Context: an optimization exercise on an open-source flow, tuned for small area. The choices shown serve that exercise and are no tape-out recipe.
The RTL was checked by simulation tests, not by an equivalence proof against the original design.
No driver is modelled on the clock port, so clocking that relies on it looks cheaper here than on a real chip.
Power is estimated from default activity; no workload was simulated.

==> flow/design.v <==
`timescale 1ns / 1ps
module reram_controller #(
    parameter INPUT_WIDTH = 8,
    parameter OUTPUT_WIDTH = 12,
    parameter INPUT_SIZE = 784,
    parameter OUTPUT_SIZE = 256
)(
    input  wire                     clk,
    input  wire                     rst_n,
    input  wire                     start,
    output wire                     done,
    output reg                      busy,
    input  wire [INPUT_WIDTH-1:0]   input_data,
    input  wire                     input_valid,
    output reg                      input_ready,
    output wire [9:0]               dac_out,
    output wire                     dac_valid,
    output wire                     xbar_enable,
    output wire [9:0]               xbar_addr,
    input  wire [OUTPUT_WIDTH-1:0]  xbar_data,
    input  wire                     xbar_valid,
    output reg  [OUTPUT_WIDTH-1:0]  output_data,
    output reg  [7:0]               output_addr,
    output reg                      output_valid
);
    reg        ph;           
    reg        xe;           
    reg        seen_ow;      
    reg  [7:0] dac;          
    reg  [7:0] sample0;
    reg  [9:0] tmp;
    wire st_idle = ~busy;
    wire st_load = busy & ~ph & ~xe & ~output_valid;
    wire st_wait = (input_ready & ph) | ((xe | output_valid) & ~ph);
    wire st_cd   = xe & ph;
    wire st_ow   = busy & ph & ~input_ready & ~xe & ~output_valid;
    wire st_done = output_valid & ph;
    wire st_mid  = xe | st_ow;       
    wire wait_first_load = input_ready & ph;
    assign done        = ~busy & ph;
    assign dac_out     = {dac, 2'b00};
    assign dac_valid   = xe;
    assign xbar_enable = xe;
    wire [7:0] xa = output_addr + (st_mid & seen_ow);
    assign xbar_addr   = {2'b00, xa};
    wire cnt_first = ~|tmp[7:0];
    wire cnt_last  = &{tmp[9:7], tmp[4], tmp[2:0]};
    wire last_neuron = (output_addr == 8'hfe);   
    always @(posedge clk or negedge rst_n) begin
        if (!rst_n) begin
            busy         <= 1'b0;
            input_ready  <= 1'b0;
            xe           <= 1'b0;
            output_valid <= 1'b0;
            ph           <= 1'b0;
        end else begin
            busy         <= st_idle ? start : ~st_done;
            input_ready  <= st_load;
            xe           <= st_wait;
            output_valid <= st_ow;
            ph           <= (st_load & input_valid & cnt_last) |
                            (st_wait & xbar_valid) | st_cd | st_done |
                            (st_ow & last_neuron);
        end
    end
    always @(posedge clk) begin
        if (xe)
            tmp <= xbar_data[9:0];
        else if (st_idle)
            tmp <= 10'd0;
        else if (input_valid)
            tmp <= {tmp[8:0], ~(tmp[9] ^ tmp[0])};
        if (cnt_first)
            sample0[7:2] <= input_data[7:2];
        if (xe)
            sample0[1:0] <= xbar_data[11:10];
        else if (cnt_first)
            sample0[1:0] <= input_data[1:0];
    end
    always @(posedge clk or negedge rst_n) begin
        if (!rst_n) begin
            dac         <= 8'b0;
            seen_ow     <= 1'b0;
            output_addr <= 8'b0;
            output_data <= {OUTPUT_WIDTH{1'b0}};
        end else begin
            if (wait_first_load)
                dac <= sample0;
            if (st_ow) begin
                seen_ow     <= 1'b1;
                output_addr <= xa;
                output_data <= {sample0[1:0], tmp};
            end
        end
    end
endmodule
==> flow/flow/run.sh <==
#!/bin/bash
# Standard synthesis; then the standard ORFS layout with minimum-size port
# buffers, combinational cells downsized after floorplan, and the clock
# buffered by one clock buffer before CTS.
set -euo pipefail
F=$(pwd)/flow
bash standard.sh synth > synth.log 2>&1
bash standard.sh \
  "BUFFER_PORTS_ARGS=-buffer_cell sky130_fd_sc_hd__buf_1" \
  POST_FLOORPLAN_TCL=$F/downsize.tcl \
  SKIP_REPAIR_TIE_FANOUT=1 \
  PRE_CTS_TCL=$F/clkbuf.tcl POST_CTS_TCL=$F/clkroot.tcl CLK_LEAF_CELL=sky130_fd_sc_hd__buf_6 CLK_NCLUSTER=4 CLK_ROOT_CELL=sky130_fd_sc_hd__clkbuf_2 \
  "CTS_ARGS=-clk_nets clk -dont_use_dummy_load -buf_list sky130_fd_sc_hd__clkbuf_8 -root_buf sky130_fd_sc_hd__clkbuf_8" \
  finish > layout.log 2>&1
==> flow/flow/clkbuf.tcl <==
# Clock distribution: the register clock pins are split into CLK_NCLUSTER
# groups by position (balanced k-means); each group is driven by one CLK_LEAF_CELL
# buffer at its centroid. With more than one group, the clock port drives one
# CLK_ROOT_CELL buffer at the centre of the groups, which drives the others.
set cell $::env(CLK_LEAF_CELL)
set k $::env(CLK_NCLUSTER)
set block [ord::get_db_block]
set db [ord::get_db]
set clknet [$block findNet clk]
set master [$db findMaster $cell]
set sinks {}
foreach it [$clknet getITerms] {
  set inst [$it getInst]
  set box [$inst getBBox]
  lappend sinks [list $it [expr {([$box xMin] + [$box xMax]) / 2.0}] [expr {([$box yMin] + [$box yMax]) / 2.0}]]
}
set n [llength $sinks]
# initial centres: sinks spread along x+y order
set sorted [lsort -real -index 1 $sinks]
set cx {}; set cy {}
for {set i 0} {$i < $k} {incr i} {
  set s [lindex $sorted [expr {int(($i + 0.5) * $n / $k)}]]
  lappend cx [lindex $s 1]; lappend cy [lindex $s 2]
}
# balanced k-means: each group takes at most ceil(n/k) pins
set cap [expr {($n + $k - 1) / $k}]
for {set iter 0} {$iter < 30} {incr iter} {
  set pairs {}
  set si 0
  foreach s $sinks {
    for {set i 0} {$i < $k} {incr i} {
      set d [expr {abs([lindex $s 1] - [lindex $cx $i]) + abs([lindex $s 2] - [lindex $cy $i])}]
      lappend pairs [list $d $si $i]
    }
    incr si
  }
  set assign [lrepeat $n -1]
  set fill [lrepeat $k 0]
  foreach p [lsort -real -index 0 $pairs] {
    lassign $p d si i
    if {[lindex $assign $si] >= 0 || [lindex $fill $i] >= $cap} { continue }
    lset assign $si $i
    lset fill $i [expr {[lindex $fill $i] + 1}]
  }
  set nx {}; set ny {}
  for {set i 0} {$i < $k} {incr i} {
    set sx 0; set sy 0; set m 0
    foreach s $sinks a $assign {
      if {$a == $i} { set sx [expr {$sx + [lindex $s 1]}]; set sy [expr {$sy + [lindex $s 2]}]; incr m }
    }
    if {$m > 0} { lappend nx [expr {$sx / $m}]; lappend ny [expr {$sy / $m}] } else { lappend nx [lindex $cx $i]; lappend ny [lindex $cy $i] }
  }
  set cx $nx; set cy $ny
}
set src $clknet
if {$k > 1} {
  set rmaster [$db findMaster $::env(CLK_ROOT_CELL)]
  set root [odb::dbInst_create $block $rmaster clkbuf_root]
  set src [odb::dbNet_create $block clknet_root]
  $src setSigType CLOCK
  [$root findITerm A] connect $clknet
  [$root findITerm X] connect $src
  set sx 0; set sy 0
  for {set i 0} {$i < $k} {incr i} { set sx [expr {$sx + [lindex $cx $i]}]; set sy [expr {$sy + [lindex $cy $i]}] }
  $root setLocation [expr {int($sx / $k)}] [expr {int($sy / $k)}]
  $root setPlacementStatus PLACED
}
for {set i 0} {$i < $k} {incr i} {
  set buf [odb::dbInst_create $block $master clkbuf_leaf_$i]
  set net [odb::dbNet_create $block clknet_leaf_$i]
  $net setSigType CLOCK
  set m 0
  foreach s $sinks a $assign {
    if {$a == $i} {
      set it [lindex $s 0]
      $it disconnect
      $it connect $net
      incr m
    }
  }
  [$buf findITerm A] connect $src
  [$buf findITerm X] connect $net
  set w [$master getWidth]; set h [$master getHeight]
  $buf setLocation [expr {int([lindex $cx $i] - $w / 2)}] [expr {int([lindex $cy $i] - $h / 2)}]
  $buf setPlacementStatus PLACED
  puts "clkbuf: $cell clkbuf_leaf_$i drives $m clock pins"
}
detailed_placement
==> flow/flow/clkroot.tcl <==
# After CTS: the root buffer only served to keep TritonCTS from rebuilding
# the clock tree; the clock port now drives the group buffers directly.
set block [ord::get_db_block]
set root [$block findInst clkbuf_root]
if {$root != "NULL" && $root != ""} {
  set clknet [$block findNet clk]
  set rnet [$block findNet clknet_root]
  set leaves {}
  foreach it [$rnet getITerms] {
    if {[$it getInst] != $root} { lappend leaves $it }
  }
  odb::dbInst_destroy $root
  foreach it $leaves { $it disconnect; $it connect $clknet }
  odb::dbNet_destroy $rnet
  puts "clkroot: clock port drives [llength $leaves] buffers"
}
==> flow/flow/downsize.tcl <==
# Swap every combinational cell to the smallest cell of the same function
# (same name but for the drive-strength suffix). Registers are left alone.
set dont_use {}
if {[info exists ::env(DONT_USE_CELLS)]} { set dont_use $::env(DONT_USE_CELLS) }
set db [ord::get_db]
set block [ord::get_db_block]
set n 0
foreach inst [$block getInsts] {
  set name [[$inst getMaster] getName]
  if {![regexp {^(sky130_fd_sc_hd__[a-z0-9]+)_([0-9]+)$} $name -> base drv]} { continue }
  if {[regexp {__(df|edf|sdf|sedf|dl|conb|tap|fill|decap|clkbuf|clkdly|probe|lpflow)} $name]} { continue }
  set best $name
  set bestw [[$inst getMaster] getWidth]
  foreach d {0 1 2 3 4 6 8 12 16} {
    set cn ${base}_$d
    if {[lsearch -exact $dont_use $cn] >= 0} { continue }
    set mm [$db findMaster $cn]
    if {$mm == "NULL" || $mm == ""} { continue }
    if {[$mm getWidth] < $bestw} { set best $cn; set bestw [$mm getWidth] }
  }
  if {$best ne $name} {
    replace_cell [$inst getName] $best
    incr n
  }
}
puts "downsize: replaced $n cells"
==> flow/standard.sh <==
#!/bin/bash
# synth_recipe.tcl (not shown) runs the flow's synth.tcl, then flattens the netlist and writes it again
# the make line also repeats each setting of config.mk as NAME=value (left out here)
make -C /OpenROAD-flow-scripts/flow DESIGN_CONFIG=/design/flow/config.mk WORK_HOME=/design/flow/orfs CLKGATE_MAP_FILE= SYNTH_SCRIPT=/design/flow/synth_recipe.tcl "${@:-finish}"
==> flow/config.mk <==
export PLATFORM = sky130hd
export DESIGN_NAME = reram_controller
export DESIGN_NICKNAME = reram_controller
export VERILOG_FILES = /design/flow/design.v
export SDC_FILE = /design/flow/constraint.sdc
export NUM_CORES = 4
export LEC_CHECK = 0
export CAP_MARGIN = 20
export CELL_PAD_IN_SITES_DETAIL_PLACEMENT = 1
export CELL_PAD_IN_SITES_GLOBAL_PLACEMENT = 2
export CORE_MARGIN = 2
export CORE_UTILIZATION = 55
export SLEW_MARGIN = 20
==> flow/constraint.sdc <==
create_clock -name core_clock -period 10.0 [get_ports {clk}]
set_input_delay 2.0000 -clock core_clock [delete_from_list [all_inputs] [get_ports {clk}]]
set_output_delay 2.0000 -clock core_clock [all_outputs]
set_load 0.01 [all_outputs]
==> results of run 1 <==
## routing by layer
layer  up-vias  wire, um  part of all wire (%)  GRT usage (%)
met1       722      1890                    41           24.9
met4         0        59                   1.3           3.50
met5         -         0                     0              0
met2        43      2350                    51           36.5
met3         6       273                   6.0           2.44
li1        683         -                     -              -
## per-stage QoR
stage               util (%)  area (um2)  std cells  setup WS, ns  hold WS [ns]
floorplan                  -        2290        157          6.00         0.440
global placement        61.3        2450        261          5.41         0.455
detailed placement      61.3        2450        261          5.30         0.457
global route            62.4        2500        265          4.90         0.494
finish                  62.4        2500        265          5.15         0.475
## cell usage in the layout, fill, tap and decap left out, types with 2 or more instances in the layout
cell type / count
buf_1: 65
dfrtp_1: 34
edfxtp_1: 18
mux2_2: 17
xor2_1: 10
a22o_1: 10
nor2_1: 8
mux2_1: 7
nor4_1: 4
buf_6: 4
nand4_1: 3
nand3_1: 3
xnor2_1: 3
nor3_1: 3
nand2_1: 2
or4_1: 2
inv_1: 2
o21ai_0: 2
ha_1: 2
## worst max-delay path: stages, from the launching register on
cell	delay [ns]
dfrtp_1	0.64
nand4bb_1	0.50
nor2_1	0.18
buf_4	0.27
o21a_1	0.15
ha_1	0.17
nand3_1	0.23
nor2_1	0.19
xor2_1	0.20
buf_1	0.20
## how the worst min path moves through the flow
stage                   end  startpoint
finish              seen_ow     seen_ow
floorplan           seen_ow     seen_ow
global placement    seen_ow     seen_ow
detailed placement  seen_ow     seen_ow
global route        seen_ow     seen_ow
## flip-flops by register name (all words and copies together) (netlist names), 8 cells and up
register and count:
output_data 12, tmp 10, dac 8, output_addr 8, sample0 8
## Yosys cell counts, drive strengths merged, types with 2 or more instances
cell type / count / area share (%)
inv: 2 / 0.33
or4: 2 / 0.65
xnor2: 3 / 1.1
nand4: 3 / 0.82
xor2: 10 / 3.8
o21ai: 2 / 0.44
edfxtp: 18 / 24
nand2: 2 / 0.33
buf: 11 / 4.0
nor2: 8 / 2.0
dfrtp: 34 / 37
nor4: 4 / 1.9
or2: 2 / 0.55
nor3: 3 / 0.65
a22o: 10 / 3.8
mux2: 24 / 13
ha: 2 / 1.1
clkbuf: 2 / 0.38
nand3: 3 / 0.65
## layout make-up
type                            instances  area, um2
Fill cell                             425       1500
Multi-Input combinational cell         90        733
Sequential cell                        52       1390
Inverter                                2       7.51
Timing Repair Buffer                   67        256
Tap cell                               50       62.6
Buffer                                  4       45.0
## power groups by stage
stage	combinational (mW)	clock, mW	sequential (mW)
after global placement	0.270	0	0.396
after global routing	0.312	0.0919	0.414
final	0.279	0.0813	0.399
after floorplan	0.233	0	0.396
after detailed placement	0.284	0	0.404
## cells by family after synthesis
family / after synthesis / share of synthesized area [%]
buffers and inverters: 15 / 4.69
adders and majority gates: 2 / 1.09
muxes: 24 / 12.9
other: 1 / 0.164
and+or+nand+nor: 33 / 9.71
DFF: 52 / 60.7
AOI/OAI and AO/OA: 17 / 5.78
xor gates and xnor gates: 13 / 4.96
==> qor.txt, run 1 <==
status = timing/DRC/antenna clean
post-layout minimum cycle time = 4.85 ns
Netlist cell types = 39
Synthesized Nets = 184
routability cong. = 0.761
largest net degree at the start of global routing = 35
Clock transition at path regs = 0.08 ns
first-pass GRT wire length = 7110 um
Final Hold Fails = 0
Remaining DRCs = 0
startpoint types = register
WL/cell = 17.3 um
DIE AREA = 4700 um2
pwr dens = 304 nW/um2
Leakage = 1.02 nW
Worst R2R End = output_addr[6]
via count = 1,454
Max VDD drop = 0.000155 V
Slew HR = 42.4%
die height = 68.6 um
DR pass1 iterations = 4
TNS Setup = 0 ns
HPWL Detailed = 3440 um
gr ovfl total = 0
die width = 68.6 um
internal power = 482 uW
Hold Path Stages = 1
RR Startpoint = xe
setup violators final = 0
fin crit share = 48.5%
Ports = 71
RSZ-0062 raised after global routing = no
I/O Buffers = 66
routed wire length = 4580 um
Via density = 5.49
Synth Register Bits = 52
P&R area growth vs syn = 8.84%
Nets = 244
Yosys warnings = 1
Crit. Startpoint = xe
actual slew at the worst max-slew pin = 0.864 ns
Setup crit end kind = output pin
Synth Instances = 157
final count of pins violating max slew = 0
Clock power frac = 10.7%
clk latency of the worst-skew pair = 0.12 ns
Mapped Area = 2290 um2
GRT Total Usage = 19.7%
critical path endpoint = xbar_addr[7]
Switching Share = 36.5%
layout cells sized above 1 = 11.2%
starting DRC count in detailed routing = 35
R2R Setup Slk = 7.26 ns
Rows = 23
Setup CP Type = register to output pin
Design Power = 759 uW
Peak Freq = 206 MHz
syn_area_per_cell = 14.6 um2
initial core utilization = 57.3%
number of global-route vias before repair = 1,543
hold crit path type = register to register
R2R cell count = 9
Core Box Area = 4000 um2
sequential share of the synthesized area = 60.7%
Flop pwr share = 52.5%
antenna viol nets, final = 0
WP data arrival = 2.85 ns
sw power = 277 uW
Clock Skew = 0.00841 ns
CP Max Fanout = 22
max_cap viols = 0
n_diodes = 0
Gate power share = 36.8%
Post-synth top flop = dfrtp_1
initial antenna violation count = 0
number of synthesized flops with an enable pin = 18
Worst Path Required = 8.00 ns
ys async rst share = 65.4%
==> run 2: changes to the inputs <==
--- a/flow/flow/run.sh
+++ b/flow/flow/run.sh
@@ -1,7 +1,12 @@
 #!/bin/bash
 # Standard synthesis; then the standard ORFS layout with minimum-size port
-# buffers, combinational cells downsized after floorplan, and the clock
-# buffered by one clock buffer before CTS.
+# buffers, combinational cells downsized after floorplan, and a hand-built
+# clock distribution: the register clock pins are split into 4 groups by
+# position, each driven by one buffer that the clock port drives (clkbuf.tcl
+# before CTS, clkroot.tcl after it; TritonCTS is pointed at the clock port
+# net, which then has a single sink, so it adds nothing).
+# Each make run's full output goes to its own log here (synth.log,
+# layout.log); ORFS keeps per-step logs under orfs/logs.
 set -euo pipefail
 F=$(pwd)/flow
 bash standard.sh synth > synth.log 2>&1
==> qor.txt, run 2 <==
most common cell in the synthesized netlist = dfrtp_1
ys async rst share = 65.4%
clk latency of the worst-skew pair = 0.12 ns
Via density = 5.49
Netlist cell types = 39
WP data arrival = 2.85 ns
Ports = 71
Largest regs = output_data (12), tmp (10)
Synth Instances = 157
routability cong. = 0.761
Post-synth top flop = dfrtp_1
DIE AREA = 4700 um2
largest area contributor in the netlist = dfrtp_1
I/O Buffers = 66
status = timing/DRC/antenna clean
gr ovfl total = 0
die height = 68.6 um
WL met3 = 273 um
WL met2 = 2350 um
Final Hold Fails = 0
highest routed layer = met4
layout cells sized above 1 = 11.2%
Worst Path Required = 8.00 ns
final core utilization = 62.4%
area share of the largest cell type after synthesis = 37.1%
Mapped Area = 2290 um2
actual slew at the worst max-slew pin = 0.864 ns
pwr dens = 304 nW/um2
Setup CP Type = register to output pin
Placement Setup Slack = 5.30 ns
DR pass1 iterations = 4
routed wire length = 4580 um
WL/cell = 17.3 um
antenna viol nets, final = 0
Synth Register Bits = 52
Yosys warnings = 1
Synth area leaders = dfrtp_1 37%, edfxtp_1 24%, mux2_2 8.3%
Clock Skew = 0.00841 ns
Leakage = 1.02 nW
Slew HR = 42.4%
most frequent cells in the layout = 65 x buf_1, 34 x dfrtp_1, 18 x edfxtp_1
Largest register FFs = 12
post-layout minimum cycle time = 4.85 ns
Peak Freq = 206 MHz
Max VDD drop = 0.000155 V
max_cap viols = 0
Remaining DRCs = 0
startpoint types = register
worst setup margin = 5.15 ns
Core Box Area = 4000 um2
number of synthesized flops with an enable pin = 18
setup violators final = 0
Rows = 23
HPWL Detailed = 3440 um
DRT met1 WL = 1890 um
initial core utilization = 57.3%
final count of pins violating max slew = 0
die width = 68.6 um
Clock transition at path regs = 0.08 ns
commonest non-fill, non-tap cell in the layout = buf_1
CP Max Fanout = 22
RSZ-0062 raised after global routing = no
Setup crit end kind = output pin
Synthesized Nets = 184
Nets = 244
first-pass GRT wire length = 7110 um
Synth top cells by count = 34 x dfrtp_1, 18 x edfxtp_1, 17 x mux2_2, 10 x a22o_1, 10 x xor2_1
Hold Slack = 0.475 ns
Design Power = 759 uW
Top reg by flops = output_data
P&R area growth vs syn = 8.84%
sequential share of the synthesized area = 60.7%
TNS Setup = 0 ns
fin crit share = 48.5%
starting DRC count in detailed routing = 35
syn_area_per_cell = 14.6 um2
largest net degree at the start of global routing = 35
number of global-route vias before repair = 1,543
via count = 1,454
n_diodes = 0
# fillers = 425
hold crit path type = register to register
initial antenna violation count = 0
GRT Total Usage = 19.7%
==> run 2: worst paths after layout <==
check / from / to / slack [ns] / cells after the start
setup / recovery: xe / xbar_addr[7] / 5.15 / 9
max in group asynchronous: rst_n / dac[7] / 7.48 / 1
hold reg to reg: seen_ow / seen_ow / 0.47 / 1
min in group asynchronous: rst_n / output_addr[6] / 1.98 / 1
hold / removal: seen_ow / seen_ow / 0.47 / 1
setup reg to reg: xe / output_addr[6] / 7.26 / 9
==> run 2: stage by stage <==
step / area, um2 / instances
final: 2500 / 265
after global routing: 2500 / 265
after detailed placement: 2450 / 261
after global placement: 2450 / 261
after floorplan: 2290 / 157
==> run 2: worst max-delay path: stages (launching register included) <==
cell	delay (ns)
dfrtp_1	0.64
nand4bb_1	0.50
nor2_1	0.18
buf_4	0.27
o21a_1	0.15
ha_1	0.17
nand3_1	0.23
nor2_1	0.19
xor2_1	0.20
buf_1	0.20
==> run 2: layout make-up <==
type	instances	area, um2	area share [%]
multi-input combinational	90	733	29.4
sequential	52	1390	55.7
inverter	2	7.51	0.301
buffer	4	45.0	1.80
timing repair buffer	67	256	10.3
tap	50	62.6	2.51
==> run 2: where the power goes <==
group          switching (mW)  leakage (nW)  internal, mW
sequential             0.0804         0.594         0.318
combinational           0.148         0.397         0.131
clock                  0.0493        0.0242        0.0320
total                   0.277          1.02         0.482
==> run 2: logic make-up (layout without fill, tap and decap cells) <==
kind of cell             after synthesis  count (layout)  synth area share (%)
multiplexers                          24              24                  12.9
other                                  1               1                 0.164
buffers and inverters                 15              73                  4.69
AO/OA/AOI/OAI                         17              17                  5.78
flip-flops                            52              52                  60.7
adder cells (fa/ha/maj)                2               2                  1.09
AND/OR/NAND/NOR                       33              33                  9.71
XOR/XNOR                              13              13                  4.96
==> run 2: per-layer routing <==
layer,track usage (%),up-vias
met4,3.50,0
met3,2.44,6
met5,0,-
met2,36.5,43
met1,24.9,722
li1,-,683
==> run 3: changes to the inputs <==
==> flow/flow/run.sh (replaced) <==
#!/bin/bash
# Standard synthesis, whose combinational logic is then re-mapped for area
# (resyn.sh; registers untouched); then the standard ORFS layout with
# minimum-size port buffers, combinational cells downsized after floorplan,
# and a hand-built clock distribution: the register clock pins are split into
# 4 groups by position, each driven by one buffer that the clock port drives
# (clkbuf.tcl before CTS, clkroot.tcl after it; TritonCTS is pointed at the
# clock port net, which then has a single sink, so it adds nothing).
# Each tool run's full output goes to its own log here (synth.log, resyn.log,
# layout.log); ORFS keeps per-step logs under orfs/logs.
set -euo pipefail
W=$(pwd)
F=$W/flow
R=$W/orfs/results/${FLOW_PLATFORM:-sky130hd}/reram_controller/base
bash standard.sh synth > synth.log 2>&1
cp $R/1_2_yosys.v $W/standard_synth.v
bash $F/resyn.sh $W/standard_synth.v $W/resyn.v
cp $W/resyn.v $R/1_2_yosys.v
bash standard.sh \
  "BUFFER_PORTS_ARGS=-buffer_cell sky130_fd_sc_hd__buf_1" \
  POST_FLOORPLAN_TCL=$F/downsize.tcl \
  SKIP_REPAIR_TIE_FANOUT=1 \
  PRE_CTS_TCL=$F/clkbuf.tcl POST_CTS_TCL=$F/clkroot.tcl CLK_LEAF_CELL=sky130_fd_sc_hd__buf_6 CLK_NCLUSTER=4 CLK_ROOT_CELL=sky130_fd_sc_hd__clkbuf_2 \
  "CTS_ARGS=-clk_nets clk -dont_use_dummy_load -buf_list sky130_fd_sc_hd__clkbuf_8 -root_buf sky130_fd_sc_hd__clkbuf_8" \
  finish > layout.log 2>&1
==> flow/flow/lib2v.py (new file) <==
# Write Verilog models of the sky130hd combinational cells (from the liberty
# 'function' attributes) and blackbox stubs of the sequential ones.
import re, sys
lib = open(sys.argv[1]).read()
out = open(sys.argv[2], 'w')
def expr(f):
    f = f.strip().strip('"')
    # liberty: ! or ' for not, & or * or space for and, | or + for or, ^ xor
    f = re.sub(r"(\w+)'", r"!\1", f)
    f = re.sub(r"\(([^()]*)\)'", r"!(\1)", f)
    f = f.replace('*', '&').replace('+', '|')
    # implicit AND: identifier/paren followed by space then identifier/paren/!
    f = re.sub(r'([\w)])\s+(?=[\w(!])', r'\1 & ', f)
    f = f.replace('!', '~')
    return f
pos = 0
cells = [(m.start(), m.group(1)) for m in re.finditer(r'\n\s*cell\s*\(\s*"?(\w+)"?\s*\)', lib)]
for i, (st, name) in enumerate(cells):
    body = lib[st: cells[i+1][0] if i+1 < len(cells) else len(lib)]
    pins = []
    for pm in re.finditer(r'\n\s*pin\s*\(\s*"?(\w+)"?\s*\)\s*\{', body):
        # find the pin block text up to next 'pin (' at same level (approx)
        seg = body[pm.end(): pm.end() + 20000]
        d = re.search(r'direction\s*:\s*"?(\w+)"?', seg).group(1)
        fn = None
        nxt = re.search(r'\n\s*pin\s*\(', seg)
        segp = seg[:nxt.start()] if nxt else seg
        fm = re.search(r'\n\s*function\s*:\s*("[^"]*")', segp)
        if fm: fn = fm.group(1)
        if pm.group(1) not in [p[0] for p in pins]:
            pins.append((pm.group(1), d, fn))
    seq = re.search(r'\n\s*(ff|latch|statetable)\s*\(', body) is not None
    ins = [p for p in pins if p[1] == 'input']
    outs = [p for p in pins if p[1] == 'output']
    if not outs: continue
    ports = ', '.join([p[0] for p in ins] + [p[0] for p in outs])
    if seq or any(o[2] is None for o in outs):
        out.write('(* blackbox *)\nmodule %s(%s);\n' % (name, ports))
        for p in ins: out.write('  input %s;\n' % p[0])
        for p in outs: out.write('  output %s;\n' % p[0])
        out.write('endmodule\n')
        continue
    out.write('module %s(%s);\n' % (name, ports))
    for p in ins: out.write('  input %s;\n' % p[0])
    for p in outs:
        out.write('  output %s;\n  assign %s = %s;\n' % (p[0], p[0], expr(p[2])))
    out.write('endmodule\n')
==> flow/flow/resyn.sh (new file) <==
#!/bin/bash
# Re-map the combinational logic of the standard synthesis netlist for area.
# The registers are left exactly as the standard synthesis made them (same
# instances, names and cells): they are blackboxes here, and only the logic
# between them is rebuilt by ABC (deepsyn + amap, fixed seed and iteration
# counts, so the result is reproducible).
# usage: resyn.sh IN.v OUT.v
set -euo pipefail
IN=$1; OUT=$2
F=$(cd "$(dirname "$0")" && pwd)
PLAT=$FLOW_HOME/platforms/${FLOW_PLATFORM:-sky130hd}
LIB=$PLAT/lib/sky130_fd_sc_hd__tt_025C_1v80.lib
YOSYS=$(command -v yosys || echo "$FLOW_HOME/../tools/install/yosys/bin/yosys")
python3 "$F/lib2v.py" "$LIB" cells_models.v
DU=$(sed -n '/DONT_USE_CELLS +=/,/^$/p' "$PLAT/config.mk" | grep -o 'sky130_fd_sc_hd__[a-z0-9_]*' | sed 's/^/-dont_use /' | tr '\n' ' ')
cat > resyn.ys <<EOS
read_verilog cells_models.v
read_verilog $IN
hierarchy -top $FLOW_TOP
flatten
techmap
opt -purge
abc -liberty $LIB $DU -script "+strash; &get -n; &deepsyn -I 4 -J 200 -S 1; &put; dch -f; amap; topo"
opt_clean -purge
rename -hide w:*.*
opt_clean -purge
hilomap -singleton -hicell sky130_fd_sc_hd__conb_1 HI -locell sky130_fd_sc_hd__conb_1 LO
splitnets
opt_clean -purge
insbuf -buf sky130_fd_sc_hd__buf_1 A X
rename -enumerate -pattern rs_%
check
stat -liberty $LIB
write_verilog -noattr -nohex -nodec $OUT
EOS
"$YOSYS" -s resyn.ys > resyn.log 2>&1
--- a/flow/config.mk
+++ b/flow/config.mk
@@ -6,8 +6,8 @@
 export NUM_CORES = 4
 export LEC_CHECK = 0
 export CAP_MARGIN = 20
-export CELL_PAD_IN_SITES_DETAIL_PLACEMENT = 1
-export CELL_PAD_IN_SITES_GLOBAL_PLACEMENT = 2
+export CELL_PAD_IN_SITES_DETAIL_PLACEMENT = 0
+export CELL_PAD_IN_SITES_GLOBAL_PLACEMENT = 0
 export CORE_MARGIN = 2
-export CORE_UTILIZATION = 55
+export CORE_UTILIZATION = 50
 export SLEW_MARGIN = 20
==> qor.txt, run 3 <==
worst setup margin = 4.21 ns
DIE AREA = 4640 um2
area of the multi-input gates = 577 um2
HPWL Detailed = 3310 um
Most Crowded Layer GR = met2
actual slew at the worst max-slew pin = 0.917 ns
number of global-route vias before repair = 1,518
Largest regs = output_data (12), tmp (10)
TNS Setup = 0 ns
Core Box Area = 3970 um2
P&R area growth vs syn = 16.4%
setup violators final = 0
first-pass GRT wire length = 7050 um
Top reg by flops = output_data
WP data arrival = 3.79 ns
Final Hold Fails = 0
hold crit path type = register to register
Setup crit end kind = output pin
Leakage = 0.879 nW
met3 Usage GRT = 1.32%
via count = 1,602
Slowest-stage cell, CP = dfrtp_1
# fillers = 348
final count of pins violating max slew = 0
pwr dens = 345 nW/um2
Setup CP Type = register to output pin
most frequent cells in the layout = 65 x buf_1, 34 x dfrtp_1, 20 x nor2_1
slowest stage delay, CP = 0.80 ns
Rows = 23
Ports = 71
Clock transition at path regs = 0.08 ns
largest net degree at the start of global routing = 35
Max VDD drop = 0.000148 V
status = timing/DRC/antenna clean
Placement Setup Slack = 4.41 ns
Peak Freq = 173 MHz
Clock Skew = 0.00752 ns
WL/cell = 15.4 um
die height = 68.1 um
Remaining DRCs = 0
final core utilization = 60.2%
syn_area_per_cell = 11.4 um2
routed wire length = 4560 um
DR pass1 iterations = 4
post-layout minimum cycle time = 5.79 ns
gr ovfl total = 0
n_diodes = 0
GR Util met2 = 34.7%
routability cong. = 0.753
antenna viol nets, final = 0
Largest register FFs = 12
Slew HR = 38.4%
M1 GR Usage = 28.4%
I/O Buffers = 66
Mapped Area = 2050 um2
die width = 68.1 um
GRT Total Usage = 19.9%
clk latency of the worst-skew pair = 0.12 ns
Synth Instances = 181
initial core utilization = 51.7%
register area = 1390 um2
initial antenna violation count = 0
max_cap viols = 0
Via density = 5.41
CP Max Fanout = 27
fin crit share = 57.9%
Synthesized Nets = 206
commonest non-fill, non-tap cell in the layout = buf_1
CP cell instances = nor2_1 > nand3_1 > clkinv_1 > o21ai_0 > nor2_1 > nand2_1 > nor2_1 > nand2_1 > nor2_1 > o21ai_0 > clkinv_1 > buf_1
layout cells sized above 1 = 2.03%
RSZ-0062 raised after global routing = no
CP Buf/Inv Count = 3
startpoint types = register
Worst Path Required = 8.00 ns
Nets = 273
Top cell by count, worst path = nor2_1
Top delay family on crit path = simple AND/OR/NAND/NOR gates
Yosys warnings = 1
starting DRC count in detailed routing = 102
## run 3: final cells by class
class	instances	area share (%)
flip-flops and latches	52	58.2
well taps	50	2.62
inverters	18	2.82
repair buffers	66	10.4
multi-input cells	106	24.1
plain buffers	4	1.88
## run 3: power breakdown
| group | internal (mW) | switching, mW | leakage [nW] | total (mW) |
|---|---|---|---|---|
| Clock | 0.0320 | 0.0501 | 0.0242 | 0.0822 |
| Sequential | 0.329 | 0.0742 | 0.560 | 0.403 |
| Combinational | 0.123 | 0.218 | 0.295 | 0.341 |
| Total | 0.484 | 0.342 | 0.879 | 0.826 |
## run 3: worst paths after layout
path                       slack [ns]       start              end  cells after the start
hold reg to reg                  0.48  sample0[3]           dac[3]                      1
hold / removal                   0.48  sample0[3]           dac[3]                      1
max in group asynchronous        7.50       rst_n  output_data[10]                      1
setup / recovery                 4.21          xe     xbar_addr[5]                     12
setup reg to reg                 6.26          xe   output_addr[7]                     12
min in group asynchronous        1.97       rst_n           dac[6]                      1
## run 3: per-layer routing
metal / wire, um / share of wire [%] / up-vias
li1: - / - / 774
met1: 1990 / 44 / 764
met2: 2270 / 50 / 59
met3: 268 / 5.9 / 5
met4: 36 / 0.79 / 0
met5: 0 / 0 / -
## run 3: per-stage QoR
stage	instance area [um2]	hold WS (ns)	power, mW	instances
6_report	2390	0.483	0.826	296
5_1_grt	2390	0.508	0.898	296
3_5_place_dp	2350	0.461	0.749	292
3_3_place_gp	2350	0.456	0.733	292
2_1_floorplan	2050	0.437	0.619	181
==> run 4: changes to the inputs <==
--- a/flow/design.v
+++ b/flow/design.v
@@ -64,10 +64,10 @@
         end
     end
     always @(posedge clk) begin
-        if (xe)
+        if (st_idle)
+            tmp <= 10'd0;
+        else if (xe)
             tmp <= xbar_data[9:0];
-        else if (st_idle)
-            tmp <= 10'd0;
         else if (input_valid)
             tmp <= {tmp[8:0], ~(tmp[9] ^ tmp[0])};
         if (cnt_first)
--- a/flow/flow/resyn.sh
+++ b/flow/flow/resyn.sh
@@ -20,7 +20,7 @@
 flatten
 techmap
 opt -purge
-abc -liberty $LIB $DU -script "+strash; &get -n; &deepsyn -I 4 -J 200 -S 1; &put; dch -f; amap; topo"
+abc -liberty $LIB $DU -script "+strash; &get -n; &deepsyn -I 4 -J 200 -S 1; &put; dch -f; amap -A 10 -F 3 -E 0.05; topo"
 opt_clean -purge
 rename -hide w:*.*
 opt_clean -purge
==> qor.txt, run 4 <==
internal power = 451 uW
Top cell by count, worst path = nand2_1
HPWL Detailed = 3000 um
Yosys warnings = 1
fin crit share = 48.1%
WHS Endpoint = dac[2]
post-route insts no fill = 276
M1 GR Usage = 27.9%
Top reg by flops = output_data
die height = 67.2 um
commonest non-fill, non-tap cell in the layout = buf_1
layout cells sized above 1 = 3.07%
routability cong. = 0.765
RSZ-0062 raised after global routing = no
status = timing/DRC/antenna clean
min-delay src = sample0[2]
Slew HR = 37.6%
pwr dens = 317 nW/um2
first-pass GRT wire length = 6820 um
Rows = 22
setup violators final = 0
Gate power share = 40.1%
via count = 1,574
Clock Skew = 0.00995 ns
RR Startpoint = ph
sw power = 291 uW
clk latency of the worst-skew pair = 0.12 ns
Hold Slack = 0.478 ns
antenna viol nets, final = 0
TNS Setup = 0 ns
Largest register FFs = 12
Flop pwr share = 48.8%
WL/cell = 15.1 um
Leakage = 0.920 nW
GRT Total Usage = 19.1%
Most Crowded Layer GR = met2
Final Hold Fails = 0
Design Power = 742 uW
actual slew at the worst max-slew pin = 0.929 ns
Clock power frac = 11.1%
hold crit path type = register to register
DR pass1 iterations = 4
R2R Setup Slk = 7.29 ns
Nets = 255
I/O Buffers = 66
Remaining DRCs = 0
number of global-route vias before repair = 1,470
Synth Instances = 163
Ports = 71
initial core utilization = 53.3%
Via density = 5.70
Synthesized Nets = 188
WP data arrival = 2.81 ns
slowest stage delay, CP = 0.45 ns
Largest regs = output_data (12), tmp (10)
syn_area_per_cell = 12.2 um2
most frequent cells in the layout = 65 x buf_1, 34 x dfrtp_1, 21 x clkinv_1
Peak Freq = 208 MHz
Switching Share = 39.2%
gr ovfl total = 0
Mapped Area = 1990 um2
Top delay family on crit path = simple AND/OR/NAND/NOR gates
starting DRC count in detailed routing = 84
CP Max Fanout = 11
Worst R2R End = output_addr[7]
die width = 67.2 um
Hold Path Stages = 1
Worst Path Required = 8.00 ns
GR Util met2 = 32.1%
max_cap viols = 0
n_diodes = 0
post-layout minimum cycle time = 4.81 ns
largest net degree at the start of global routing = 35
CP cell instances = nand2_1 > nand2_1 > nor3_2 > o21ai_0 > nor2_1 > nand2_1 > nor2_1 > nand2_1 > nor2_1 > nand2_1 > o32ai_1 > buf_1
final core utilization = 62.5%
initial antenna violation count = 0
routed wire length = 4170 um
Core Box Area = 3740 um2
R2R cell count = 12
Setup CP Type = register to output pin
Setup crit end kind = output pin
final count of pins violating max slew = 0
Placed Cells = 272
met3 Usage GRT = 2.33%
Slowest-stage cell, CP = dfrtp_1
Max VDD drop = 0.000163 V
P&R area growth vs syn = 17.3%
DIE AREA = 4510 um2
startpoint types = register
Clock transition at path regs = 0.09 ns
CP Buf/Inv Count = 1
[run 4: metrics by stage]
| step | setup slack [ns] | instance area (um2) |
|---|---|---|
| final | 5.19 | 2340 |
| after global placement | 5.57 | 2290 |
| after floorplan | 4.31 | 1990 |
| after global routing | 4.83 | 2340 |
| after detailed placement | 5.40 | 2290 |
[run 4: per-layer routing]
layer	up-vias	part of all wire, %
met5	-	0
met1	762	44
li1	751	-
met4	0	0
met2	61	48
met3	0	8.3
[run 4: area by class of cell]
type	count	area, um2
tap	48	60.1
fill	337	1410
multi-input combinational	84	607
buffer	4	45.0
sequential	52	1290
timing repair buffer	67	256
inverter	21	78.8
[run 4: worst max path at each step]
stage | startpoint | endpoint | slack, ns | cells after the start
floorplan | ph | xbar_addr[7] | 4.31 | 11
global placement | ph | xbar_addr[7] | 5.57 | 12
detailed placement | ph | xbar_addr[7] | 5.40 | 12
global route | ph | xbar_addr[7] | 4.83 | 12
finish | ph | xbar_addr[7] | 5.19 | 12
[run 4: worst register-to-register path: cells and delay by family (launching register included)]
kind,cells,cell delay [ns]
simple gates,9,1.51
compound gates,3,0.67
flops,1,0.45
[run 4: power by group through the flow]
stage | combinational [mW] | clock (mW) | sequential, mW
after floorplan | 0.184 | 0 | 0.375
after global placement | 0.295 | 0 | 0.362
after detailed placement | 0.300 | 0 | 0.366
after global routing | 0.335 | 0.0921 | 0.375
final | 0.297 | 0.0825 | 0.362
==> run 5: changes to the inputs <==
--- a/flow/flow/run.sh
+++ b/flow/flow/run.sh
@@ -20,6 +20,6 @@
   "BUFFER_PORTS_ARGS=-buffer_cell sky130_fd_sc_hd__buf_1" \
   POST_FLOORPLAN_TCL=$F/downsize.tcl \
   SKIP_REPAIR_TIE_FANOUT=1 \
-  PRE_CTS_TCL=$F/clkbuf.tcl POST_CTS_TCL=$F/clkroot.tcl CLK_LEAF_CELL=sky130_fd_sc_hd__buf_6 CLK_NCLUSTER=4 CLK_ROOT_CELL=sky130_fd_sc_hd__clkbuf_2 \
+  PRE_CTS_TCL=$F/clkbuf.tcl POST_CTS_TCL=$F/clkroot.tcl CLK_LEAF_CELL=sky130_fd_sc_hd__buf_6 CLK_NCLUSTER=3 CLK_ROOT_CELL=sky130_fd_sc_hd__clkbuf_2 \
   "CTS_ARGS=-clk_nets clk -dont_use_dummy_load -buf_list sky130_fd_sc_hd__clkbuf_8 -root_buf sky130_fd_sc_hd__clkbuf_8" \
   finish > layout.log 2>&1
==> qor.txt, run 5 <==
clk latency of the worst-skew pair = 0.14 ns
Slew HR = 33.3%
Largest regs = output_data (12), tmp (10)
initial antenna violation count = 0
Leakage = 0.914 nW
GRT Total Usage = 19.0%
slowest stage delay, CP = 0.45 ns
DIE AREA = 4510 um2
WP data arrival = 2.84 ns
antenna viol nets, final = 0
startpoint types = register
Largest register FFs = 12
Clock Skew = 0.0109 ns
Flop pwr share = 49.2%
Top delay family on crit path = simple AND/OR/NAND/NOR gates
Final Hold Fails = 0
WL/cell = 15.1 um
routability cong. = 0.765
routed wire length = 4160 um
Synthesized Nets = 188
P&R area growth vs syn = 16.7%
pwr dens = 315 nW/um2
worst setup margin = 5.16 ns
sw power = 291 uW
Yosys warnings = 1
Clock transition at path regs = 0.11 ns
Mapped Area = 1990 um2
Slowest-stage cell, CP = dfrtp_1
initial core utilization = 53.3%
post-layout minimum cycle time = 4.84 ns
commonest non-fill, non-tap cell in the layout = buf_1
Top reg by flops = output_data
CP cell instances = nand2_1 > nand2_1 > nor3_2 > o21ai_0 > nor2_1 > nand2_1 > nor2_1 > nand2_1 > nor2_1 > nand2_1 > o32ai_1 > buf_1
starting DRC count in detailed routing = 108
Peak Freq = 207 MHz
Design Power = 734 uW
Nets = 254
I/O Buffers = 66
final count of pins violating max slew = 0
Rows = 22
Setup CP Type = register to output pin
first-pass GRT wire length = 6780 um
status = timing/DRC/antenna clean
most frequent cells in the layout = 65 x buf_1, 34 x dfrtp_1, 21 x clkinv_1
# fillers = 336
Placed Cells = 272
Clock power frac = 10.1%
register area = 1290 um2
Placement Setup Slack = 5.40 ns
CP Buf/Inv Count = 1
Hold Slack = 0.469 ns
syn_area_per_cell = 12.2 um2
Switching Share = 39.7%
RSZ-0062 raised after global routing = no
Top cell by count, worst path = nand2_1
TNS Setup = 0 ns
via count = 1,559
max_cap viols = 0
area of the multi-input gates = 607 um2
setup violators final = 0
HPWL Detailed = 3000 um
Gate power share = 40.7%
number of global-route vias before repair = 1,476
Setup crit end kind = output pin
Max VDD drop = 0.000166 V
die width = 67.2 um
Synth Instances = 163
largest net degree at the start of global routing = 35
final instance area = 2330 um2
Remaining DRCs = 0
CP Max Fanout = 11
internal power = 443 uW
n_diodes = 0
fin crit share = 48.4%
actual slew at the worst max-slew pin = 0.993 ns
final core utilization = 62.2%
layout cells sized above 1 = 2.64%
Post-DP Area = 2290 um2
Via density = 5.67
Core Box Area = 3740 um2
Worst Path Required = 8.00 ns
DR pass1 iterations = 4
Ports = 71
die height = 67.2 um
gr ovfl total = 0
hold crit path type = register to register
post-route insts no fill = 275
-- run 5: layout make-up --
cell class                      instances  share of cell area (%)
Buffer                                  3                    1.45
Inverter                               21                    3.39
Multi-Input combinational cell         84                    26.1
Sequential cell                        52                    55.5
Tap cell                               48                    2.58
Timing Repair Buffer                   67                    11.0
-- run 5: power groups by stage --
stage | clock [mW] | sequential [mW] | combinational [mW]
2_1_floorplan | 0 | 0.375 | 0.184
3_3_place_gp | 0 | 0.362 | 0.295
3_5_place_dp | 0 | 0.366 | 0.300
5_1_grt | 0.0834 | 0.374 | 0.335
6_report | 0.0742 | 0.361 | 0.299
-- run 5: worst paths after layout --
kind,cells past startpoint,slack [ns],startpoint,end
min in group asynchronous,1,1.94,rst_n,dac[1]
worst max register to register,12,7.27,ph,output_addr[7]
worst max-delay path,12,5.16,ph,xbar_addr[7]
worst min register to register,1,0.47,sample0[5],dac[5]
max in group asynchronous,1,7.53,rst_n,dac[3]
worst min-delay path,1,0.47,sample0[5],dac[5]
-- run 5: routing by layer --
layer | routed length (um) | vias to the layer above | share of wire [%] | track usage, %
met3 | 343 | 3 | 8.2 | 2.17
met1 | 1900 | 741 | 46 | 27.6
met2 | 1880 | 66 | 45 | 32.1
met4 | 36 | 0 | 0.87 | 1.79
met5 | 0 | - | 0 | 0
li1 | - | 749 | - | -
==> run 6: changes to the inputs <==
--- a/flow/flow/run.sh
+++ b/flow/flow/run.sh
@@ -3,7 +3,7 @@
 # (resyn.sh; registers untouched); then the standard ORFS layout with
 # minimum-size port buffers, combinational cells downsized after floorplan,
 # and a hand-built clock distribution: the register clock pins are split into
-# 4 groups by position, each driven by one buffer that the clock port drives
+# 3 groups by position, each driven by one buffer that the clock port drives
 # (clkbuf.tcl before CTS, clkroot.tcl after it; TritonCTS is pointed at the
 # clock port net, which then has a single sink, so it adds nothing).
 # Each tool run's full output goes to its own log here (synth.log, resyn.log,
==> qor.txt, run 6 <==
P&R area growth vs syn = 16.7%
initial antenna violation count = 0
Worst Path Required = 8.00 ns
HPWL Detailed = 3000 um
Slew HR = 33.3%
sw power = 291 uW
worst setup margin = 5.16 ns
Clock transition at path regs = 0.11 ns
DIE AREA = 4510 um2
layout cells sized above 1 = 2.64%
Clock Skew = 0.0109 ns
GRT Total Usage = 19.0%
starting DRC count in detailed routing = 108
Leakage = 0.914 nW
first-pass GRT wire length = 6780 um
internal power = 443 uW
Clock power frac = 10.1%
Flop pwr share = 49.2%
WHS Endpoint = dac[5]
Placed Cells = 272
final instance area = 2330 um2
setup violators final = 0
DR pass1 iterations = 4
routed wire length = 4160 um
Max VDD drop = 0.000166 V
Largest register FFs = 12
fin crit share = 48.4%
startpoint types = register
Largest regs = output_data (12), tmp (10)
R2R cell count = 12
gr ovfl total = 0
Peak Freq = 207 MHz
pwr dens = 315 nW/um2
Gate power share = 40.7%
Core Box Area = 3740 um2
clk latency of the worst-skew pair = 0.14 ns
post-route insts no fill = 275
Synth Instances = 163
die height = 67.2 um
Design Power = 734 uW
Via density = 5.67
Placement Setup Slack = 5.40 ns
Ports = 71
largest net degree at the start of global routing = 35
max_cap viols = 0
Post-DP Area = 2290 um2
number of global-route vias before repair = 1,476
min-delay src = sample0[5]
hold crit path type = register to register
most frequent cells in the layout = 65 x buf_1, 34 x dfrtp_1, 21 x clkinv_1
Rows = 22
WP data arrival = 2.84 ns
Switching Share = 39.7%
actual slew at the worst max-slew pin = 0.993 ns
Final Hold Fails = 0
Setup crit end kind = output pin
RSZ-0062 raised after global routing = no
Setup CP Type = register to output pin
Remaining DRCs = 0
n_diodes = 0
Nets = 254
initial core utilization = 53.3%
routability cong. = 0.765
Top reg by flops = output_data
antenna viol nets, final = 0
Synthesized Nets = 188
Mapped Area = 1990 um2
via count = 1,559
commonest non-fill, non-tap cell in the layout = buf_1
syn_area_per_cell = 12.2 um2
final count of pins violating max slew = 0
die width = 67.2 um
I/O Buffers = 66
CP Max Fanout = 11
Hold Path Stages = 1
TNS Setup = 0 ns
R2R Setup Slk = 7.27 ns
Hold Slack = 0.469 ns
status = timing/DRC/antenna clean
RR Startpoint = ph
WL/cell = 15.1 um
Yosys warnings = 1
post-layout minimum cycle time = 4.84 ns
Worst R2R End = output_addr[7]
final core utilization = 62.2%
run 6: area by class of cell:
class                   count  area (um2)
repair buffers             67         256
inverters                  21        78.8
well taps                  48        60.1
multi-input cells          84         607
plain buffers               3        33.8
fillers                   336        1420
flip-flops and latches     52        1290
run 6: power groups by stage:
stage	sequential [mW]	clock [mW]	combinational (mW)
5_1_grt	0.374	0.0834	0.335
3_5_place_dp	0.366	0	0.300
2_1_floorplan	0.375	0	0.184
6_report	0.361	0.0742	0.299
3_3_place_gp	0.362	0	0.295
run 6: how the worst max path moves through the flow:
stage,from,slack (ns),cells after the start,end
after global placement,ph,5.57,12,xbar_addr[7]
after floorplan,ph,4.31,11,xbar_addr[7]
after detailed placement,ph,5.40,12,xbar_addr[7]
final,ph,5.16,12,xbar_addr[7]
after global routing,ph,4.81,12,xbar_addr[7]
run 6: routing by layer:
layer | GRT usage (%) | vias up | wire length [um]
met3 | 2.17 | 3 | 343
li1 | - | 749 | -
met2 | 32.1 | 66 | 1880
met5 | 0 | - | 0
met4 | 1.79 | 0 | 36
met1 | 27.6 | 741 | 1900
run 6: worst max-delay path, cell delays in order (launching register included):
cell and delay (ns):
dfrtp_1 0.45, nand2_1 0.31, nand2_1 0.14, nor3_2 0.14, o21ai_0 0.13, nor2_1 0.19
nand2_1 0.12, nor2_1 0.18, nand2_1 0.11, nor2_1 0.18, nand2_1 0.14, o32ai_1 0.39
buf_1 0.19
==> run 7: changes to the inputs <==
--- a/flow/design.v
+++ b/flow/design.v
@@ -25,7 +25,6 @@
 );
     reg        ph;           
     reg        xe;           
-    reg        seen_ow;      
     reg  [7:0] dac;          
     reg  [7:0] sample0;
     reg  [9:0] tmp;
@@ -41,7 +40,8 @@
     assign dac_out     = {dac, 2'b00};
     assign dac_valid   = xe;
     assign xbar_enable = xe;
-    wire [7:0] xa = output_addr + (st_mid & seen_ow);
+    wire first_after_reset = sample0[2];
+    wire [7:0] xa = output_addr + (st_mid & ~first_after_reset);
     assign xbar_addr   = {2'b00, xa};
     wire cnt_first = ~|tmp[7:0];
     wire cnt_last  = &{tmp[9:7], tmp[4], tmp[2:0]};
@@ -71,7 +71,13 @@
         else if (input_valid)
             tmp <= {tmp[8:0], ~(tmp[9] ^ tmp[0])};
         if (cnt_first)
-            sample0[7:2] <= input_data[7:2];
+            sample0[7:3] <= input_data[7:3];
+        if (wait_first_load)
+            sample0[2] <= ~output_addr[7];
+        else if (st_ow)
+            sample0[2] <= 1'b0;
+        else if (cnt_first & ~(ph | xe | output_valid))
+            sample0[2] <= input_data[2];
         if (xe)
             sample0[1:0] <= xbar_data[11:10];
         else if (cnt_first)
@@ -80,14 +86,12 @@
     always @(posedge clk or negedge rst_n) begin
         if (!rst_n) begin
             dac         <= 8'b0;
-            seen_ow     <= 1'b0;
             output_addr <= 8'b0;
             output_data <= {OUTPUT_WIDTH{1'b0}};
         end else begin
             if (wait_first_load)
                 dac <= sample0;
             if (st_ow) begin
-                seen_ow     <= 1'b1;
                 output_addr <= xa;
                 output_data <= {sample0[1:0], tmp};
             end
==> qor.txt, run 7 <==
status = timing/DRC/antenna clean
gr ovfl total = 0
Slowest-stage cell, CP = nand3_1
number of global-route vias before repair = 1,437
final instance area = 2310 um2
DIE AREA = 4480 um2
Core Box Area = 3740 um2
syn_area_per_cell = 11.9 um2
Via density = 5.64
initial core utilization = 52.9%
Rows = 22
starting DRC count in detailed routing = 111
Top cell by count, worst path = nand2_1
WL/cell = 15.2 um
Synthesized Nets = 191
startpoint types = register
post-layout minimum cycle time = 6.00 ns
Max VDD drop = 0.000154 V
Setup crit end kind = output pin
final count of pins violating max slew = 0
Leakage = 0.874 nW
DR pass1 iterations = 4
most frequent cells in the layout = 65 x buf_1, 33 x dfrtp_1, 24 x clkinv_1
I/O Buffers = 66
RSZ-0062 raised after global routing = no
Nets = 258
Final Hold Fails = 0
via count = 1,573
TNS Setup = 0 ns
Slew HR = 32.9%
Clock Skew = 0.0103 ns
routed wire length = 4250 um
routability cong. = 0.837
layout cells sized above 1 = 1.73%
CP Max Fanout = 24
HPWL Detailed = 3090 um
Setup CP Type = register to output pin
setup violators final = 0
max_cap viols = 0
P&R area growth vs syn = 16.5%
actual slew at the worst max-slew pin = 0.999 ns
Worst Path Required = 8.00 ns
initial antenna violation count = 0
GRT Total Usage = 19.2%
pwr dens = 332 nW/um2
Top reg by flops = output_data
Peak Freq = 167 MHz
Largest register FFs = 12
n_diodes = 0
slowest stage delay, CP = 0.68 ns
CP cell instances = nand2_1 > clkinv_1 > nor2_1 > nand3_1 > a21oi_1 > nand2_1 > nor2_1 > nand2_1 > nor2_1 > nand2_1 > clkinv_1 > nand2_1 > clkinv_1 > nand2_1 > a32oi_1 > buf_1
Clock transition at path regs = 0.10 ns
Largest regs = output_data (12), tmp (10)
Mapped Area = 1980 um2
Remaining DRCs = 0
Synth Instances = 166
hold crit path type = register to register
fin crit share = 60.0%
Post-DP Area = 2280 um2
clk latency of the worst-skew pair = 0.14 ns
first-pass GRT wire length = 6660 um
die height = 67.0 um
WP data arrival = 4.00 ns
Yosys warnings = 1
largest net degree at the start of global routing = 34
commonest non-fill, non-tap cell in the layout = buf_1
antenna viol nets, final = 0
die width = 67.0 um
Ports = 71
[run 7: through the flow]
stage	setup WS [ns]	instances	util (%)	total power [mW]	hold WS, ns
3_3_place_gp	4.48	276	60.8	0.690	0.460
5_1_grt	3.59	279	61.7	0.831	0.511
3_5_place_dp	4.21	276	60.8	0.703	0.460
2_1_floorplan	5.06	166	-	0.586	0.449
6_report	4.00	279	61.7	0.768	0.488
[run 7: where the power goes]
group	internal (mW)	switching [mW]	total [mW]
clock network	0.0243	0.0488	0.0731
registers	0.304	0.0704	0.375
logic	0.132	0.188	0.320
[run 7: metal layers]
metal,routed length [um],vias up,GRT usage [%]
li1,-,762,-
met1,1900,758,26.7
met2,2070,50,34.0
met3,253,3,1.86
met4,35,0,1.28
met5,0,-,0
[run 7: path summary, 6_finish.rpt]
path                       startpoint        endpoint  slack [ns]  cells past startpoint
max                                ph    xbar_addr[7]        4.00                     16
min                        sample0[5]          dac[5]        0.49                      1
max reg2reg                        ph  output_addr[7]        6.10                     16
min reg2reg                sample0[5]          dac[5]        0.49                      1
max in group asynchronous       rst_n  output_data[8]        7.56                      1
min in group asynchronous       rst_n          dac[6]        1.93                      1
[run 7: area by class of cell]
| class | instances | area [um2] |
|---|---|---|
| Buffer | 3 | 33.8 |
| Fill cell | 338 | 1430 |
| Inverter | 24 | 90.1 |
| Multi-Input combinational cell | 87 | 611 |
| Sequential cell | 51 | 1270 |
| Tap cell | 48 | 60.1 |
| Timing Repair Buffer | 66 | 249 |
[run 7: worst max-delay path: cells and delay by family, from the launching register on]
kind	cells	cell delay (ns)
AOI/OAI and AO/OA	2	0.64
buffers and inverters	4	0.72
DFF	1	0.45
and+or+nand+nor	10	2.06

## afterwards: timing with drivers on the ports
Ports are ideal in the flow. The routed layouts listed here were re-timed in OpenROAD. Step 1 sets driving cells, clkbuf_16 on the clock port and buf_2 on the other inputs (assumed; they add their load-dependent delay and slew). Step 2 times the ports against the registers' clock, not the clock port: input delays grow and output delays shrink by t, the midpoint of the rising clock arrivals with the driver on. a / b / c = ideal ports / drivers / drivers and shift; a / b = the first two.
run	t, ns	setup slack, ns	worst data-port slew with drivers (ns)
run 1	0.173	5.152 / 5.095 / 5.268	0.04
run 2	0.173	5.152 / 5.095 / 5.268	0.04
run 3	0.174	4.215 / 4.158 / 4.332	0.04
run 4	0.171	5.194 / 5.140 / 5.311	0.04
run 5	0.182	5.164 / 5.115 / 5.298	0.04
run 6	0.182	5.164 / 5.115 / 5.298	0.04
run 7	0.178	4.003 / 3.958 / 4.136	0.03
After both steps setup and hold are still met in every run listed.
